This design comes from an exercise in tuning for small area on the open sky130 flow, not from production work. In this exercise RTL edits were held to simulation tests only and were not proved equivalent to the original.

## FFT_8pt
module FFT_8pt(
    input clk, reset,
    input [11:0] real_in, imag_in,
    input [2:0] addr_real, addr_imag,
    input wr_en_real, wr_en_imag,
    output [23:0] fft_real_out, fft_imag_out
);
    reg [95:0] real_mem, imag_mem;
    reg [2:0] read_addr_real, read_addr_imag;
    integer a;
    always @(posedge clk) begin
        for (a = 0; a < 8; a = a + 1) begin
            if (wr_en_real && addr_real == a) real_mem[a*12 +: 12] <= {~real_in[11], real_in[10:0]};
            if (wr_en_imag && addr_imag == a) imag_mem[a*12 +: 12] <= {~imag_in[11], imag_in[10:0]};
        end
        if (!wr_en_real) read_addr_real <= addr_real;
        if (!wr_en_imag) read_addr_imag <= addr_imag;
    end
    wire [11:0] mr = real_mem[read_addr_real*12 +: 12];
    wire [11:0] mi = imag_mem[read_addr_imag*12 +: 12];
    reg [2:0] k;
    reg run;
    always @(posedge clk or posedge reset) begin
        if (reset) begin
            k <= 3'd0;
            run <= 1'b0;
        end else begin
            k <= k + 3'd1;
            if (k == 3'd7) run <= 1'b1;
        end
    end
    wire sw = k[0] & k[1];
    wire ng = k[2] & ~k[0];
    wire swng = sw | ng;
    wire [11:0] cr, ci;
    genvar gb;
    generate for (gb = 0; gb < 12; gb = gb + 1) begin : rot
        fft_mxn ur(.s(sw), .a(mr[gb]), .b(mi[gb]), .x(ng), .y(cr[gb]));
        fft_mxn ui(.s(sw), .a(mi[gb]), .b(mr[gb]), .x(swng), .y(ci[gb]));
    end endgenerate
    wire ph1 = ~run & ~k[2];         
    wire ph2 = ~run & k[2];          
    wire nph1 = ~ph1, nrun = ~run;
    wire cqr = ph2 & ~k[0];
    wire cqi = ph2 & (~k[0] | k[1]);
    wire cpc = k[0];
    wire ncpc = ~k[0];
    reg [12:0] qrr [0:3];
    reg [12:0] qri [0:3];
    reg [12:1] prr [0:3];
    reg [12:1] pri [0:3];
    wire [12:0] qer, qei;              
    wire [12:1] per, pei;
    integer q;
    always @(posedge clk) begin
        for (q = 0; q < 3; q = q + 1) begin
            qrr[q] <= qrr[q+1];
            qri[q] <= qri[q+1];
            prr[q] <= prr[q+1];
            pri[q] <= pri[q+1];
        end
        qrr[3] <= qer;
        qri[3] <= qei;
        prr[3] <= per;
  ...
Size: ~450 flip-flops, ~82 I/O pins, roughly 21000 um2 of cells after synthesis.
export LEC_CHECK = 0
export CAP_MARGIN = 10
export CORE_MARGIN = 2
export CORE_UTILIZATION = 65
export GPL_ROUTABILITY_DRIVEN = 0
export GPL_TIMING_DRIVEN = 0
export SLEW_MARGIN = 10
export SYNTH_HIERARCHICAL = 1
create_clock -name core_clock -period 16.0 [get_ports {clk}]
standard.sh (not shown) runs the stock make flow with config.mk's settings and CLKGATE_MAP_FILE= SYNTH_SCRIPT=/design/flow/synth_recipe.tcl, a recipe that flattens the netlist after the stock synthesis.
==> flow/flow/run.sh <==
#!/bin/bash
# Standard layout, with these changes: ports are buffered with the smallest
# buffer; the clock tree uses clkbuf_4 leaves and no dummy loads; buffers
# that synthesis added are removed and its upsized cells set back to drive 1
# after floorplanning (repair_design and repair_timing resize as needed).
set -euo pipefail
export BUFFER_PORTS_ARGS="-buffer_cell sky130_fd_sc_hd__buf_1"
export CTS_ARGS="-sink_clustering_enable -repair_clock_nets -dont_use_dummy_load -sink_clustering_size 9 -sink_clustering_max_diameter 45 -buf_list sky130_fd_sc_hd__clkbuf_4 -root_buf sky130_fd_sc_hd__clkbuf_16"
export REMOVE_ABC_BUFFERS=1
export POST_FLOORPLAN_TCL="$PWD/flow/downsize.tcl"
bash standard.sh > standard.log 2>&1
==> flow/flow/downsize.tcl <==
# Set every combinational cell to the smallest-area drive strength of the
# same cell, and let placement's repair_design and repair_timing size back up
# what the layout needs.
set db [ord::get_db]
set block [ord::get_db_block]
set n 0
foreach inst [$block getInsts] {
  set m [$inst getMaster]
  set name [$m getName]
  if {![regexp {^(sky130_fd_sc_hd__[a-z0-9]+)_([0-9]+)$} $name -> base drv]} { continue }
  if {[string match "*__df*" $base] || [string match "*__edf*" $base] \
      || [string match "*clk*" $base] || [string match "*conb*" $base]} { continue }
  set best $m
  set barea [expr {[$m getWidth] * [$m getHeight]}]
  foreach d {0 1 2} {
    set c [$db findMaster ${base}_$d]
    if {$c == "NULL" || $c == ""} { continue }
    set a [expr {[$c getWidth] * [$c getHeight]}]
    if {$a < $barea} { set best $c; set barea $a }
  }
  if {$best != $m} {
    $inst swapMaster $best
    incr n
  }
}
puts "downsize.tcl: $n instances resized"
Next try:
--- a/flow/flow/run.sh
+++ b/flow/flow/run.sh
@@ -6,6 +6,7 @@
 set -euo pipefail
 export BUFFER_PORTS_ARGS="-buffer_cell sky130_fd_sc_hd__buf_1"
-export CTS_ARGS="-sink_clustering_enable -repair_clock_nets -dont_use_dummy_load -sink_clustering_size 9 -sink_clustering_max_diameter 45 -buf_list sky130_fd_sc_hd__clkbuf_4 -root_buf sky130_fd_sc_hd__clkbuf_16"
+export CTS_ARGS="-sink_clustering_enable -repair_clock_nets -dont_use_dummy_load -sink_clustering_size 9 -sink_clustering_max_diameter 45 -buf_list sky130_fd_sc_hd__clkbuf_4 -root_buf sky130_fd_sc_hd__clkbuf_8"
 export REMOVE_ABC_BUFFERS=1
 export POST_FLOORPLAN_TCL="$PWD/flow/downsize.tcl"
+export RECOVER_POWER=50
 bash standard.sh > standard.log 2>&1
- CAP_MARGIN: 10 -> 25
- GPL_ROUTABILITY_DRIVEN: 0 -> unset
- GPL_TIMING_DRIVEN: 0 -> unset
- SLEW_MARGIN: 10 -> 25
Effect: Now the flow reached the layout checks and failed them: capacitance limit, slew limit. Hold slack loses 0.013 ns. Core utilization falls by 0.47 points. Maximum frequency rises by 2.9%. Design area falls by 0.66%. Via count rises by 1.5%. Register-to-register slack gains 0.43 ns.

## port drivers added, routing unchanged
No port has a modelled driver above. Below, the same layouts with a new extraction and two added sets of constraints. Step 1 (the two cells are an assumption about what drives the block):
set clk [get_ports {clk}]
set_driving_cell -lib_cell sky130_fd_sc_hd__clkbuf_16 $clk
set_driving_cell -lib_cell sky130_fd_sc_hd__buf_2 [delete_from_list [all_inputs] $clk]
Step 2 also shifts input and output timing later by t, the mid clock arrival at the registers, as if the neighbouring blocks saw the same clock. Slacks: ideal ports / drivers / drivers and shift; pairs: ideal ports / drivers.
| run | t, ns | setup slack, ns | latest minus earliest clock arrival (ns) | worst data-port slew with drivers (ns) | pins driven straight from the clock port |
|---|---|---|---|---|---|
| the first run | 0.568 | 0.547 / 0.547 / 0.547 | 0.079 / 0.078 | 0.06 | 1 |
| the second run | 0.639 | 0.980 / 0.980 / 0.980 | 0.045 / 0.044 | 0.05 | 1 |
